What follows belongs to an exercise in optimizing a design on an open flow for small area, a short achievable clock period and few clock cycles per item; a production flow would make more cautious choices.

==> flow/design.v (excerpt) <==
module geofence (clk,
                 reset,
                 X,
                 Y,
                 valid,
                 is_inside);
==> flow/config.mk <==
export PLATFORM = sky130hd
export DESIGN_NAME = geofence
export DESIGN_NICKNAME = geofence
export VERILOG_FILES = /design/flow/design.v
export SDC_FILE = /design/flow/constraint.sdc
export NUM_CORES = 4
export LEC_CHECK = 0
export CAP_MARGIN = 20
export CORE_MARGIN = 2
export CORE_UTILIZATION = 40
export SETUP_SLACK_MARGIN = 1.0
export SLEW_MARGIN = 20
export SYNTH_HIERARCHICAL = 1
export SYNTH_MINIMUM_KEEP_SIZE = 0
==> flow/constraint.sdc <==
create_clock -name core_clock -period 7.5 [get_ports {clk}]
set_input_delay 1.5000 -clock core_clock [delete_from_list [all_inputs] [get_ports {clk}]]
set_output_delay 1.5000 -clock core_clock [all_outputs]
set_load 0.01 [all_outputs]
run.sh (not shown) runs the stock make flow with config.mk's settings and CLKGATE_MAP_FILE= SYNTH_SCRIPT=/design/flow/synth_recipe.tcl, a recipe that flattens the netlist after the stock synthesis.
The baseline ran to the end with no violations.
==> next run, changes <==
--- a/flow/design.v
+++ b/flow/design.v
@@ -30,34 +30,38 @@
 endmodule
 module MGP (input gh, input ph, input gl, input pl, output g, output p);
     assign g = ~(gh | (ph & gl));
     assign p = ~(ph & pl);
 endmodule
 module INV2 (input g, input p, output gn, output pn);
     assign gn = ~g;
     assign pn = ~p;
 endmodule
+module CSEL (input s, input a, input b, output y);
+    assign y = s ? a : b;
+endmodule
 module CrossProduct (input [10:0] ax,
                      input [10:0] ay,
                      input bx_sign,
                      input [5:0] bx_one,
                      input [5:0] bx_two,
                      input [5:0] bx_neg,
                      input by_sign,
                      input [5:0] by_one,
                      input [5:0] by_two,
                      input [5:0] by_neg,
                      output pos);
     wire [9:0] ma = ax[9:0], mc = ay[9:0];
     wire n1 = ax[10] ^ by_sign;    
     wire n2 = ay[10] ^ bx_sign;    
-    wire gt;
-    assign pos = n1 ? (n2 & ~gt) : (n2 | gt);
+    wire x, pa, pb;
+    assign pa = n1 ? (n2 & ~x) : (n2 | x);
+    assign pb = n1 ? (n2 & x) : (n2 | ~x);
     wire pp1, pp2, pp3, pp4, pp5, pp6, pp7, pp8, pp9, pp10, pp11, ns12, nc13, pp14, pp15, pp16;
     wire pp17, pp18, pp19, pp20, pp21, pp22, pp23, pp24, ns25, nc26, pp27, pp28, pp29, pp30, pp31, pp32;
     wire pp33, pp34, pp35, pp36, pp37, ns38, nc39, pp40, pp41, pp42, pp43, pp44, pp45, pp46, pp47, pp48;
     wire pp49, pp50, ns51, nc52, pp53, pp54, pp55, pp56, pp57, pp58, pp59, pp60, pp61, pp62, pp63, ns64;
     wire nc65, pp66, pp67, pp68, pp69, pp70, pp71, pp72, pp73, pp74, pp75, pp76, pp77, pp78, pp79, pp80;
     wire pp81, pp82, pp83, pp84, pp85, pp86, ns87, nc88, pp89, pp90, pp91, pp92, pp93, pp94, pp95, pp96;
     wire pp97, pp98, pp99, ns100, nc101, pp102, pp103, pp104, pp105, pp106, pp107, pp108, pp109, pp110, pp111, pp112;
     wire ns113, nc114, pp115, pp116, pp117, pp118, pp119, pp120, pp121, pp122, pp123, pp124, pp125, ns126, nc127, pp128;
     wire pp129, pp130, pp131, pp132, pp133, pp134, pp135, pp136, pp137, pp138, ns139, nc140, pp141, pp142, pp143, pp144;
@@ -424,19 +428,20 @@
     MGP mG493 (.gh(G477), .ph(P478), .gl(G479), .pl(P480), .g(G493), .p(P494));
     MGP mG495 (.gh(G481), .ph(P482), .gl(G483), .pl(P484), .g(G495), .p(P496));
     MGP mG497 (.gh(G485), .ph(P486), .gl(G487), .pl(P488), .g(G497), .p(P498));
     MGI mG499 (.gh(G489), .ph(P490), .gl(G491), .pl(P492), .g(G499), .p(P500));
     MGI mG501 (.gh(G493), .ph(P494), .gl(G495), .pl(P496), .g(G501), .p(P502));
     INV2 iG503 (.g(G497), .p(P498), .gn(G503), .pn(P504));
     MGP mG505 (.gh(G499), .ph(P500), .gl(G501), .pl(P502), .g(G505), .p(P506));
     INV2 iG507 (.g(G503), .p(P504), .gn(G507), .pn(P508));
     MGI mG509 (.gh(G505), .ph(P506), .gl(G507), .pl(P508), .g(G509), .p(P510));
-    assign gt = ~(s427 ^ c426 ^ G509);
+    assign x = s427 ^ c426;
+    CSEL usel (.s(G509), .a(pa), .b(pb), .y(pos));
 endmodule
 module geofence (clk,
                  reset,
                  X,
                  Y,
                  valid,
                  is_inside);
     input clk;
     input reset;
Cell count hardly moves.
First-iteration DRC count increases by 3.5%.
Synthesized cell count stays the same.
Setup slack improves by 0.029 ns.
No run of this note included a check of the RTL's function; only the layout flow was run.

[re-timing with driven ports]
The flow's constraints put no driver on any port. The routed layouts listed below were extracted and timed again, unchanged, in two steps.
Step 1: set_driving_cell puts a clkbuf_16 on clk and a buf_2 on each other input, an assumption about the parent block.
Step 2 moves the port delays by t, midway between the first and last clock arrival at a register: inputs arrive t later, outputs are due t later. That takes back most of the time a late clock gives input paths.
a / b / c = ideal / step 1 / step 2; a / b = the first two.
run | t, ns | slack for setup (ns) | worst slew at a driven data input, ns
the first run | 0.460 | 1.326 / 1.326 / 1.326 | 0.03
the second run | 0.463 | 1.355 / 1.355 / 1.355 | 0.04
After both steps every run listed still meets setup and hold.
